What follows belongs to an exercise in optimizing a design on an open flow for small area; a production flow would make more cautious choices. In this exercise RTL edits were held to simulation tests only and were not proved equivalent to the original.

==> build 36: inputs <==
// neuron_layer
module neuron_layer
#(
	parameter SIZE = 32
)
(
	input [SIZE-1:0] in,
	input [7:0] set_weight,
	input [4:0] set_addr,
	input [5:0] set_unit,
	input swr, clk,
	output out
);
==> module neuron_layer, before the edit <==
module neuron_layer
#(
	parameter SIZE = 32
)
(
	input [SIZE-1:0] in,
	input [7:0] set_weight,
	input [4:0] set_addr,
	input [5:0] set_unit,
	input swr, clk,
	output out
);
	reg [1:0] ph;
	always @ (posedge clk) ph <= ph + 2'd1;
	reg [7:0] in_d1, in_d2, in_n;
	always @ (posedge clk) begin
		in_d1 <= in[7:0];
		in_d2 <= in_d1;
		in_n <= ~in_d2;
	end
	reg [3:1] q_v;
	reg [8:0] q_k [1:3];
	reg [7:0] q_x [1:3];
	wire [3:0] v;
	wire [8:0] k [0:3];
	wire [31:0] x;                  
	assign v[0] = swr;
	assign k[0] = set_unit[5] ? {4'b1000, set_addr} : {1'b0, set_unit[4:0], set_addr[2:0]};
	assign x[7:0] = ~set_weight;
	genvar g, a, d, j;
	generate
		for (d = 1; d < 4; d = d + 1) begin : stage
			assign v[d] = q_v[d];
			assign k[d] = q_k[d];
			assign x[8*d +: 8] = q_x[d];
		end
	endgenerate
	always @ (posedge clk) begin
		q_v <= v[2:0];
		q_k[1] <= k[0]; q_k[2] <= q_k[1]; q_k[3] <= q_k[2];
		q_x[1] <= x[7:0]; q_x[2] <= q_x[1]; q_x[3] <= q_x[2];
	end
	wire [3:0] land;
	generate
		for (d = 0; d < 4; d = d + 1) begin : landing
			wire [3:0] newer;
			for (j = 0; j < 4; j = j + 1) begin : cmp
				if (j < d)
					assign newer[j] = v[j] & (k[j] == k[d]);
				else
					assign newer[j] = 1'b0;
			end
			wire [1:0] pos = k[d][8] ? k[d][1:0] : k[d][4:3];
			assign land[d] = v[d] & (pos == ~ph) & ~|newer;
		end
	endgenerate
	wire [7:0] hg [0:3];            
	wire [7:0] ha [0:3];            
	wire [31:0] os;                 
	generate
		for (d = 0; d < 4; d = d + 1) begin : dec
			for (j = 0; j < 8; j = j + 1) begin : l
				assign hg[d][j] = land[d] & ~k[d][8] & (k[d][7:5] == j);
				assign ha[d][j] = (k[d][2:0] == j);
				assign os[4*j + d] = land[d] & k[d][8] & (k[d][4:2] == j);
			end
		end
	endgenerate
	wire [31:0] h;
	generate
		for (g = 0; g < 8; g = g + 1) begin : layer_generation
			wire [31:0] hs;         
			for (a = 0; a < 8; a = a + 1) begin : w
				for (d = 0; d < 4; d = d + 1) begin : s
					assign hs[4*a + d] = hg[d][g] & ha[d][a];
				end
			end
			hgroup group_inst (
				.clk (clk),
				.in_n (in_n),
				.x (x),
				.sel (hs),
				.h (h[4*g +: 4])
			);
		end
	endgenerate
	reg [31:0] h_n;                 
	always @ (posedge clk) h_n <= ~h;
	wire o;
	r_neuron r_neuron_inst (
		.clk (clk),
		.in_n (h_n),
		.x (x),
		.sel (os),
		.h (o)
	);
	reg o_r, out_r;
	always @ (posedge clk) begin
		o_r <= o;
		out_r <= o_r;
	end
	assign out = out_r;
endmodule
==> module rbit, before the edit <==
module rbit (
	input s0, x0, s1, x1, s2, x2, s3, x3, hold, y,
	output d
);
	assign d = ~(~((s0 & x0) | (s1 & x1)) & ~((s2 & x2) | (s3 & x3) | (hold & y)));
endmodule
==> module rbyte, before the edit <==
module rbyte (
	input [3:0] sel,                
	input [31:0] x,
	input [7:0] y,                  
	output [7:0] d
);
	wire hold = ~|sel;
	genvar b;
	generate
		for (b = 0; b < 8; b = b + 1) begin : bits
			rbit rb (
				.s0 (sel[0]), .x0 (x[b]),
				.s1 (sel[1]), .x1 (x[8 + b]),
				.s2 (sel[2]), .x2 (x[16 + b]),
				.s3 (sel[3]), .x3 (x[24 + b]),
				.hold (hold), .y (y[b]),
				.d (d[b])
			);
		end
	endgenerate
endmodule
==> module neuron, before the edit <==
module neuron (
	input [63:0] w_n,
	input [7:0] in_n,
	output h
);
	wire [63:0] p;
	genvar i;
	generate
		for (i = 0; i < 8; i = i + 1) begin : prod
			assign p[8*i +: 8] = ~(w_n[8*i +: 8] | {8{in_n[i]}});
		end
	endgenerate
	csa8 sum (.p (p), .h (h));
endmodule
==> module hgroup, before the edit <==
module hgroup (
	input clk,
	input [7:0] in_n,
	input [31:0] x,
	input [31:0] sel,               
	output [3:0] h
);
	reg [63:0] w0_n, w1_n, w2_n, w3_n;
	wire [63:0] nw;
	genvar a;
	generate
		for (a = 0; a < 8; a = a + 1) begin : wr
			rbyte rb (.sel (sel[4*a +: 4]), .x (x), .y (w3_n[8*a +: 8]), .d (nw[8*a +: 8]));
		end
	endgenerate
	always @ (posedge clk) begin
		w0_n <= nw;
		w1_n <= w0_n;
		w2_n <= w1_n;
		w3_n <= w2_n;
	end
	neuron n0 (.w_n (w0_n), .in_n (in_n), .h (h[0]));
	neuron n1 (.w_n (w1_n), .in_n (in_n), .h (h[1]));
	neuron n2 (.w_n (w2_n), .in_n (in_n), .h (h[2]));
	neuron n3 (.w_n (w3_n), .in_n (in_n), .h (h[3]));
endmodule
==> module r_neuron, before the edit <==
module r_neuron (
	input clk,
	input [31:0] in_n,              
	input [31:0] x,
	input [31:0] sel,               
	output h
);
	reg [255:0] w_n;                
	wire [255:0] p;
	genvar g, q;
	generate
		for (g = 0; g < 8; g = g + 1) begin : ring
			wire [7:0] nw;
			rbyte rb (.sel (sel[4*g +: 4]), .x (x), .y (w_n[8*(4*g+3) +: 8]), .d (nw));
			always @ (posedge clk) begin
				w_n[8*(4*g) +: 8] <= nw;
				w_n[8*(4*g+1) +: 8] <= w_n[8*(4*g) +: 8];
				w_n[8*(4*g+2) +: 8] <= w_n[8*(4*g+1) +: 8];
				w_n[8*(4*g+3) +: 8] <= w_n[8*(4*g+2) +: 8];
			end
			for (q = 0; q < 4; q = q + 1) begin : prod
				assign p[8*(4*g+q) +: 8] = ~(w_n[8*(4*g+q) +: 8] | {8{in_n[4*g + ((q + 3) % 4)]}});
			end
		end
	endgenerate
	csa32 sum (.p (p), .h (h));
endmodule
Settings: LEC_CHECK=0, CAP_MARGIN=20, CORE_MARGIN=2, CORE_UTILIZATION=65, CTS_BUF_LIST=sky130_fd_sc_hd__clkbuf_8, CTS_CLUSTER_DIAMETER=60, CTS_CLUSTER_SIZE=16, PLACE_DENSITY=0.75, SLEW_MARGIN=20, SYNTH_HIERARCHICAL=1; clock period 7.0 ns.
run.sh (not shown) runs the stock make flow with config.mk's settings and CLKGATE_MAP_FILE= SYNTH_SCRIPT=/design/flow/synth_recipe.tcl, a recipe that flattens the netlist after the stock synthesis.
==> build 67 (differences from build 36) <==
--- a/flow/design.v
+++ b/flow/design.v
@@ -661,56 +661,17 @@
 );
-	reg [1:0] ph;
-	always @ (posedge clk) ph <= ph + 2'd1;
-	reg [7:0] in_d1, in_d2, in_n;
-	always @ (posedge clk) begin
-		in_d1 <= in[7:0];
-		in_d2 <= in_d1;
-		in_n <= ~in_d2;
-	end
-	reg [3:1] q_v;
-	reg [8:0] q_k [1:3];
-	reg [7:0] q_x [1:3];
-	wire [3:0] v;
-	wire [8:0] k [0:3];
-	wire [31:0] x;                  
-	assign v[0] = swr;
-	assign k[0] = set_unit[5] ? {4'b1000, set_addr} : {1'b0, set_unit[4:0], set_addr[2:0]};
-	assign x[7:0] = ~set_weight;
-	genvar g, a, d, j;
-	generate
-		for (d = 1; d < 4; d = d + 1) begin : stage
-			assign v[d] = q_v[d];
-			assign k[d] = q_k[d];
-			assign x[8*d +: 8] = q_x[d];
-		end
-	endgenerate
-	always @ (posedge clk) begin
-		q_v <= v[2:0];
-		q_k[1] <= k[0]; q_k[2] <= q_k[1]; q_k[3] <= q_k[2];
-		q_x[1] <= x[7:0]; q_x[2] <= q_x[1]; q_x[3] <= q_x[2];
-	end
-	wire [3:0] land;
+	reg [7:0] in_n;           
+	reg [31:0] h_n;           
+	reg [3:0] od;             
+	always @ (posedge clk) in_n <= ~in[7:0];
+	wire [7:0] wd_n = ~set_weight;
+	wire [7:0] asel_n;
+	wire [31:0] usel_n;
+	wire hsel = swr & ~set_unit[5];
+	genvar i;
 	generate
-		for (d = 0; d < 4; d = d + 1) begin : landing
-			wire [3:0] newer;
-			for (j = 0; j < 4; j = j + 1) begin : cmp
-				if (j < d)
-					assign newer[j] = v[j] & (k[j] == k[d]);
-				else
-					assign newer[j] = 1'b0;
-			end
-			wire [1:0] pos = k[d][8] ? k[d][1:0] : k[d][4:3];
-			assign land[d] = v[d] & (pos == ~ph) & ~|newer;
+		for (i = 0; i < 8; i = i + 1) begin : addr_dec
+			assign asel_n[i] = ~(set_addr[2:0] == i);
 		end
-	endgenerate
-	wire [7:0] hg [0:3];            
-	wire [7:0] ha [0:3];            
-	wire [31:0] os;                 
-	generate
-		for (d = 0; d < 4; d = d + 1) begin : dec
-			for (j = 0; j < 8; j = j + 1) begin : l
-				assign hg[d][j] = land[d] & ~k[d][8] & (k[d][7:5] == j);
-				assign ha[d][j] = (k[d][2:0] == j);
-				assign os[4*j + d] = land[d] & k[d][8] & (k[d][4:2] == j);
-			end
+		for (i = 0; i < 32; i = i + 1) begin : unit_dec
+			assign usel_n[i] = ~(hsel & (set_unit[4:0] == i));
 		end
@@ -719,15 +680,10 @@
 	generate
-		for (g = 0; g < 8; g = g + 1) begin : layer_generation
-			wire [31:0] hs;         
-			for (a = 0; a < 8; a = a + 1) begin : w
-				for (d = 0; d < 4; d = d + 1) begin : s
-					assign hs[4*a + d] = hg[d][g] & ha[d][a];
-				end
-			end
-			hgroup group_inst (
+		for (i = 0; i < 32; i = i + 1) begin : layer_generation
+			neuron neuron_inst (
 				.clk (clk),
 				.in_n (in_n),
-				.x (x),
-				.sel (hs),
-				.h (h[4*g +: 4])
+				.wd_n (wd_n),
+				.asel_n (asel_n),
+				.usel_n (usel_n[i]),
+				.h (h[i])
 			);
@@ -735,3 +691,2 @@
 	endgenerate
-	reg [31:0] h_n;                 
 	always @ (posedge clk) h_n <= ~h;
@@ -741,50 +696,28 @@
 		.in_n (h_n),
-		.x (x),
-		.sel (os),
+		.wd_n (wd_n),
+		.set_addr (set_addr),
+		.sel (swr & set_unit[5]),
 		.h (o)
 	);
-	reg o_r, out_r;
-	always @ (posedge clk) begin
-		o_r <= o;
-		out_r <= o_r;
-	end
-	assign out = out_r;
-endmodule
-module rbit (
-	input s0, x0, s1, x1, s2, x2, s3, x3, hold, y,
-	output d
-);
-	assign d = ~(~((s0 & x0) | (s1 & x1)) & ~((s2 & x2) | (s3 & x3) | (hold & y)));
-endmodule
-module rbyte (
-	input [3:0] sel,                
-	input [31:0] x,
-	input [7:0] y,                  
-	output [7:0] d
-);
-	wire hold = ~|sel;
-	genvar b;
-	generate
-		for (b = 0; b < 8; b = b + 1) begin : bits
-			rbit rb (
-				.s0 (sel[0]), .x0 (x[b]),
-				.s1 (sel[1]), .x1 (x[8 + b]),
-				.s2 (sel[2]), .x2 (x[16 + b]),
-				.s3 (sel[3]), .x3 (x[24 + b]),
-				.hold (hold), .y (y[b]),
-				.d (d[b])
-			);
-		end
-	endgenerate
+	always @ (posedge clk) od <= {od[2:0], o};
+	assign out = od[3];
 endmodule
 module neuron (
-	input [63:0] w_n,
+	input clk,
 	input [7:0] in_n,
+	input [7:0] wd_n,
+	input [7:0] asel_n,
+	input usel_n,
 	output h
 );
+	reg [63:0] w_n;
 	wire [63:0] p;
+	wire [7:0] we = ~(asel_n | {8{usel_n}});
 	genvar i;
 	generate
-		for (i = 0; i < 8; i = i + 1) begin : prod
-			assign p[8*i +: 8] = ~(w_n[8*i +: 8] | {8{in_n[i]}});
+		for (i = 0; i < 8; i = i + 1) begin : weights
+			always @ (posedge clk)
+				if (we[i])
+					w_n[i*8 +: 8] <= wd_n;
+			assign p[i*8 +: 8] = ~(w_n[i*8 +: 8] | {8{in_n[i]}});
 		end
@@ -793,51 +726,19 @@
 endmodule
-module hgroup (
-	input clk,
-	input [7:0] in_n,
-	input [31:0] x,
-	input [31:0] sel,               
-	output [3:0] h
-);
-	reg [63:0] w0_n, w1_n, w2_n, w3_n;
-	wire [63:0] nw;
-	genvar a;
-	generate
-		for (a = 0; a < 8; a = a + 1) begin : wr
-			rbyte rb (.sel (sel[4*a +: 4]), .x (x), .y (w3_n[8*a +: 8]), .d (nw[8*a +: 8]));
-		end
-	endgenerate
-	always @ (posedge clk) begin
-		w0_n <= nw;
-		w1_n <= w0_n;
-		w2_n <= w1_n;
-		w3_n <= w2_n;
-	end
-	neuron n0 (.w_n (w0_n), .in_n (in_n), .h (h[0]));
-	neuron n1 (.w_n (w1_n), .in_n (in_n), .h (h[1]));
-	neuron n2 (.w_n (w2_n), .in_n (in_n), .h (h[2]));
-	neuron n3 (.w_n (w3_n), .in_n (in_n), .h (h[3]));
-endmodule
 module r_neuron (
 	input clk,
-	input [31:0] in_n,              
-	input [31:0] x,
-	input [31:0] sel,               
+	input [31:0] in_n,
+	input [7:0] wd_n,
+	input [4:0] set_addr,
+	input sel,
 	output h
 );
-	reg [255:0] w_n;                
+	reg [255:0] w_n;
 	wire [255:0] p;
-	genvar g, q;
+	genvar i;
 	generate
-		for (g = 0; g < 8; g = g + 1) begin : ring
-			wire [7:0] nw;
-			rbyte rb (.sel (sel[4*g +: 4]), .x (x), .y (w_n[8*(4*g+3) +: 8]), .d (nw));
-			always @ (posedge clk) begin
-				w_n[8*(4*g) +: 8] <= nw;
-				w_n[8*(4*g+1) +: 8] <= w_n[8*(4*g) +: 8];
-				w_n[8*(4*g+2) +: 8] <= w_n[8*(4*g+1) +: 8];
-				w_n[8*(4*g+3) +: 8] <= w_n[8*(4*g+2) +: 8];
-			end
-			for (q = 0; q < 4; q = q + 1) begin : prod
-				assign p[8*(4*g+q) +: 8] = ~(w_n[8*(4*g+q) +: 8] | {8{in_n[4*g + ((q + 3) % 4)]}});
-			end
+		for (i = 0; i < 32; i = i + 1) begin : weights
+			always @ (posedge clk)
+				if (sel && set_addr == i)
+					w_n[i*8 +: 8] <= wd_n;
+			assign p[i*8 +: 8] = ~(w_n[i*8 +: 8] | {8{in_n[i]}});
 		end
Settings changed: CORE_UTILIZATION 65 to 45, CTS_BUF_LIST sky130_fd_sc_hd__clkbuf_8 to default, CTS_CLUSTER_DIAMETER 60 to default, CTS_CLUSTER_SIZE 16 to default, PLACE_DENSITY 0.75 to 0.6.
==> summary.txt <==
Synth cell types 46; Core Util, Final 69.5%; Tightest Pin Transition 1.31 ns; total core area 176000 um^2; Met1 Wirelength 135 mm; Clock Sinks 2418; Period minus WS final 6.16 ns; Most used DFF post-synth dfxtp_1; Clock buf/inv share 2.83%; Final Wtd Congestion 1.03; run status finished clean
[end of results for build 36]
==> summary.txt <==
run status finished clean; Tightest Pin Transition 1.11 ns; Synth cell types 37; Most used DFF post-synth edfxtp_1; Clock buf/inv share 6.34%; Core Util, Final 49.4%; Met1 Wirelength 112 mm; Period minus WS final 6.04 ns; total core area 268000 um^2; Clock Sinks 2348
[end of results for build 67]

[what the ideal ports hide]
No port has a modelled driver above. Below, the same layouts with a new extraction and two added sets of constraints. Step 1: set_driving_cell puts a clkbuf_16 on clk and a buf_2 on each other input, an assumption about the parent block. Step 2 moves the port delays by t, midway between the first and last clock arrival at a register: inputs arrive t later, outputs are due t later. That takes back most of the time a late clock gives input paths. a / b / c = ideal ports / drivers / drivers and shift; a / b = the first two.
run	t (ns)	slack for setup (ns)	hold WS [ns]	clock arrival spread, ns	pins driven straight from the clock port
build 36	1.113	0.843 / 0.843 / 0.835	0.305 / 0.305 / 0.305	0.070 / 0.070	1
build 67	0.998	0.956 / 0.956 / 0.956	0.327 / 0.327 / 0.327	0.047 / 0.047	1
After both steps every run listed still meets setup and hold. The setup slack of build 36, which loses most, moves by 0.000 ns with the drivers and by -0.008 ns with both steps.
